This design comes from an exercise in tuning for small area, a short achievable clock period and few clock cycles on the open sky130 flow, not from production work.
Function was checked by simulation only, so behaviour that the tests miss may differ from the original.

==> trial 32: inputs <==
==> flow/design.v (excerpt) <==
module mips_core
( input  wire        clk,
  input  wire        rst_n,
  output wire [31:0] imem_addr,
  input  wire [31:0] imem_rdata,
  output wire [31:0] dmem_addr,
  output wire [31:0] dmem_wdata,
  output wire        dmem_we,
  input  wire [31:0] dmem_rdata
);
==> module register_file, before the edit <==
module register_file (
    input  wire        clk,
    input  wire [31:0] sel1,
    input  wire [31:0] sel2,
    output reg  [31:0] rd1,
    output reg  [31:0] rd2,
    input  wire        we,
    input  wire [4:0]  wa,
    input  wire [31:0] wd
);
    reg [31:0] bank [0:31];
    integer i;
    always @(posedge clk) begin
        for (i = 0; i < 32; i = i + 1)
            if (we && wa == i) bank[i] <= wd;
    end
    always @(*) begin
        rd1 = 32'b0;
        rd2 = 32'b0;
        for (i = 0; i < 32; i = i + 1) begin
            rd1 = rd1 | (bank[i] & {32{sel1[i]}});
            rd2 = rd2 | (bank[i] & {32{sel2[i]}});
        end
    end
endmodule
==> module mips_core, before the edit <==
module mips_core
( input  wire        clk,
  input  wire        rst_n,
  output wire [31:0] imem_addr,
  input  wire [31:0] imem_rdata,
  output wire [31:0] dmem_addr,
  output wire [31:0] dmem_wdata,
  output wire        dmem_we,
  input  wire [31:0] dmem_rdata
);
reg  [31:2] pc;
reg  [31:0] ir;
reg         ir_v;
reg  [31:0] sel_a, sel_b;    
reg  [31:0] valid;           
assign imem_addr = {pc, 2'b00};
wire [5:0] f_op = imem_rdata[31:26];
wire [5:0] f_fn = imem_rdata[5:0];
wire f_rtype = (f_op == 6'b000000);
wire f_addi  = (f_op == 6'b001000);
wire f_lw    = (f_op == 6'b100011);
wire f_sw    = (f_op == 6'b101011);
wire f_beq   = (f_op == 6'b000100);
wire f_jump  = (f_op == 6'b000010);
wire [31:0] f_sel_a = 32'b1 << imem_rdata[25:21];
wire [31:0] f_sel_b = 32'b1 << imem_rdata[20:16];
reg e_rtype, e_lw, e_sw, e_beq, e_wr, e_mul, e_sub, use_rs, use_rt;
reg [1:0] e_sel;             
wire [4:0] rs = ir[25:21];
wire [4:0] rt = ir[20:16];
wire [4:0] rd = ir[15:11];
wire [4:0] e_wa = e_rtype ? rd : rt;
reg         m_wr;       
reg         m_st;       
reg         m_ld;
reg         m_mul1;     
reg         m_mul2;     
reg  [4:0]  m_wa;
reg  [31:0] m_res;      
reg  [31:0] m_x;        
reg  [31:0] o_addr;     
reg  [31:0] o_wdata;    
wire [31:0] rf_a, rf_b;
wire        m_late = m_ld | m_mul2;
wire        eq_a   = (m_wa == rs);
wire        eq_b   = (m_wa == rt);
wire        hit_a  = m_wr & eq_a;
wire        hit_b  = m_wr & eq_b;
wire        dep    = (use_rs & eq_a) | (use_rt & eq_b);
wire        stall  = ir_v & ((m_mul1 & (e_wr | dep)) | (m_late & m_wr & dep));
wire [31:0] a = hit_a ? m_res : rf_a;
wire [31:0] b = hit_b ? m_res : rf_b;
wire [31:0] sx = {{16{ir[15]}}, ir[15:0]};
wire [31:0] alu_b = e_rtype ? b : sx;
wire [31:0] alu_y;
ALU alu (.a(a), .b(alu_b), .sub(e_sub), .sel(e_sel), .y(alu_y));
wire go       = ir_v & ~stall;
wire br_taken = go & e_beq & (a == b);
wire [31:2] br_target = pc + sx[29:0];    
wire [31:0] mul_s, mul_c;
mul_csa mulcsa (.a(m_x), .b(m_res), .s(mul_s), .c(mul_c));
wire [31:0] mul_y;
wire        mul_co;
ks_add #(32) muladd (.a(m_res), .b(m_x), .ci(1'b0), .s(mul_y), .co(mul_co));
wire [31:0] wb    = m_ld ? dmem_rdata : m_mul2 ? mul_y : m_res;
register_file rf (
    .clk(clk),
    .sel1(sel_a), .sel2(sel_b), .rd1(rf_a), .rd2(rf_b),
    .we(m_wr), .wa(m_wa), .wd(wb)
);
wire [31:0] valid_nx = valid | ({31'b0, m_wr} << m_wa);
assign dmem_addr  = o_addr;
assign dmem_wdata = o_wdata;
assign dmem_we    = m_st;
wire [31:2] pc_inc;
genvar k;
generate
    for (k = 2; k < 32; k = k + 1) begin : inc
        if (k == 2) begin : b0
            assign pc_inc[k] = ~pc[k];
        end else begin : bn
            assign pc_inc[k] = pc[k] ^ (&pc[k-1:2]);
        end
    end
endgenerate
wire [31:2] pc_seq  = stall ? pc : br_taken ? br_target : pc_inc;
wire        take_j  = f_jump & ~stall & ~br_taken;
wire [31:2] pc_next = take_j ? {pc[31:28], imem_rdata[25:0]} : pc_seq;
always @(posedge clk or negedge rst_n) begin
    if (!rst_n) begin
        pc     <= 30'b0;
        ir_v   <= 1'b0;
        m_wr   <= 1'b0;
        m_st   <= 1'b0;
        m_mul1 <= 1'b0;
        m_mul2 <= 1'b0;
        valid  <= 32'b0;
    end else begin
        pc     <= pc_next;
        ir_v   <= stall ? ir_v : ~br_taken;
        m_wr   <= (go & e_wr & ~e_mul) | m_mul1;
        m_st   <= go & e_sw;
        m_mul1 <= go & e_mul;
        m_mul2 <= m_mul1;
        valid  <= valid_nx;
    end
end
always @(posedge clk) begin
    sel_a <= (stall ? (32'b1 << rs) : f_sel_a) & valid_nx;
    sel_b <= (stall ? (32'b1 << rt) : f_sel_b) & valid_nx;
    if (!stall) begin
        ir      <= imem_rdata;
        e_rtype <= f_rtype;
        e_lw    <= f_lw;
        e_sw    <= f_sw;
        e_beq   <= f_beq;
        e_wr    <= f_rtype | f_addi | f_lw;
        e_mul   <= f_rtype & (f_fn == 6'b011100);
        e_sub   <= f_rtype & ((f_fn == 6'b100010) | (f_fn == 6'b101010));
        e_sel   <= ~f_rtype                ? 2'd0 :
                   (f_fn == 6'b100100)     ? 2'd1 :
                   (f_fn == 6'b100101)     ? 2'd2 :
                   (f_fn == 6'b101010)     ? 2'd3 : 2'd0;
        use_rs  <= f_rtype | f_addi | f_lw | f_sw | f_beq;
        use_rt  <= f_rtype | f_sw | f_beq;
    end
    m_ld    <= e_lw & ~m_mul1;
    if (!m_mul1) m_wa <= e_wa;
    m_res   <= m_mul1 ? mul_s : e_mul ? b : alu_y;
    m_x     <= m_mul1 ? mul_c : a;
    o_addr  <= alu_y;
    o_wdata <= b;
end
endmodule
Settings: LEC_CHECK=0, ABC_AREA=1, ABC_CLOCK_PERIOD_IN_PS=2500, CAP_MARGIN=20, CORE_MARGIN=2, CORE_UTILIZATION=55, CTS_CLUSTER_DIAMETER=80, CTS_CLUSTER_SIZE=20, PLACE_DENSITY=0.7, SLEW_MARGIN=20; clock period 22.0 ns.
standard.sh (not shown) runs the stock make flow with config.mk's settings and CLKGATE_MAP_FILE= SYNTH_SCRIPT=/design/flow/synth_recipe.tcl, a recipe that flattens the netlist after the stock synthesis.
==> flow/flow/run.sh <==
#!/bin/bash
# The standard layout, with ORFS's repair_timing asked to keep a larger
# setup margin than the 22 ns clock needs, so that it works on the period the
# design achieves. The constraints and the clock period are the standard flow's own.
set -euo pipefail
bash standard.sh SETUP_SLACK_MARGIN=16.3 finish > standard_flow.log 2>&1
==> trial 87: changes against trial 32 <==
--- a/flow/design.v
+++ b/flow/design.v
@@ -920,2 +920,3 @@
     input  wire        clk,
+    input  wire        rst_n,
     input  wire [31:0] sel1,
@@ -929,2 +930,3 @@
     reg [31:0] bank [0:31];
+    reg [31:0] valid;
     integer i;
@@ -934,2 +936,10 @@
     end
+    always @(posedge clk or negedge rst_n) begin
+        if (!rst_n)
+            valid <= 32'b0;
+        else if (we)
+            valid[wa] <= 1'b1;
+    end
+    wire [31:0] s1 = sel1 & valid;
+    wire [31:0] s2 = sel2 & valid;
     always @(*) begin
@@ -938,4 +948,4 @@
         for (i = 0; i < 32; i = i + 1) begin
-            rd1 = rd1 | (bank[i] & {32{sel1[i]}});
-            rd2 = rd2 | (bank[i] & {32{sel2[i]}});
+            rd1 = rd1 | (bank[i] & {32{s1[i]}});
+            rd2 = rd2 | (bank[i] & {32{s2[i]}});
         end
@@ -1008,3 +1018,2 @@
 reg  [31:0] sel_a, sel_b;    
-reg  [31:0] valid;           
 assign imem_addr = {pc, 2'b00};
@@ -1060,3 +1069,3 @@
 register_file rf (
-    .clk(clk),
+    .clk(clk), .rst_n(rst_n),
     .sel1(sel_a), .sel2(sel_b), .rd1(rf_a), .rd2(rf_b),
@@ -1064,3 +1073,2 @@
 );
-wire [31:0] valid_nx = valid | ({31'b0, m_wr} << m_wa);
 assign dmem_addr  = o_addr;
@@ -1090,3 +1098,2 @@
         m_mul2 <= 1'b0;
-        valid  <= 32'b0;
     end else begin
@@ -1098,3 +1105,2 @@
         m_mul2 <= m_mul1;
-        valid  <= valid_nx;
     end
@@ -1102,6 +1108,6 @@
 always @(posedge clk) begin
-    sel_a <= (stall ? (32'b1 << rs) : f_sel_a) & valid_nx;
-    sel_b <= (stall ? (32'b1 << rt) : f_sel_b) & valid_nx;
     if (!stall) begin
         ir      <= imem_rdata;
+        sel_a   <= f_sel_a;
+        sel_b   <= f_sel_b;
         e_rtype <= f_rtype;
--- a/flow/flow/run.sh
+++ b/flow/flow/run.sh
@@ -5,2 +5,2 @@
 set -euo pipefail
-bash standard.sh SETUP_SLACK_MARGIN=16.3 finish > standard_flow.log 2>&1
+bash standard.sh SETUP_SLACK_MARGIN=16.2 finish > standard_flow.log 2>&1
==> metrics.yaml <==
power_and_ir_drop:
  p_int_w: 0.00490
  p_leak_nw: 36.2
cells_and_area:
  multi_input_cells: 4958
status:
  status: "finished clean"
the above is filed under trial 87

==> metrics.yaml <==
die:
  placementRows: 134
cells_and_area:
  final_cells: 10100
  multi_input_cells: 5835
status:
  status: "finished clean"
setup_path:
  critPathTopFamily: "flip-flops"
the above is filed under trial 32

Testbench counts of trial 32, summed over its fixed seeds: cycles 16,365.
Testbench counts of trial 87, summed over its fixed seeds: cycles 16,365.

port drivers added, routing unchanged:
In the flow no input, the clock included, has a driving cell. The finished layouts below were timed again as built, in two steps.
Step 1, drivers: a clkbuf_16 drives clk and a buf_2 each remaining input, both assumed.
Step 2 adds t to the input delays and takes it off the output delays; t is the mean of the earliest and latest rising clock arrival at the registers after step 1. Input paths then give back, and output paths get back, about the clock's delay inside the block.
a / b / c = no drivers / after step 1 / after step 2; a / b = the first two.
run | t, ns | slack for setup (ns) | worst slew at a driven data input, ns | pins driven straight from the clock port
trial 32 | 0.846 | 16.265 / 16.177 / 15.497 | 0.11 | 1
trial 87 | 0.846 | 16.012 / 16.012 / 15.455 | 0.11 | 1
After both steps every run listed still meets setup and hold. For trial 32, which loses most, drivers alone change the setup slack by -0.088 ns; drivers and shift together by -0.768 ns.
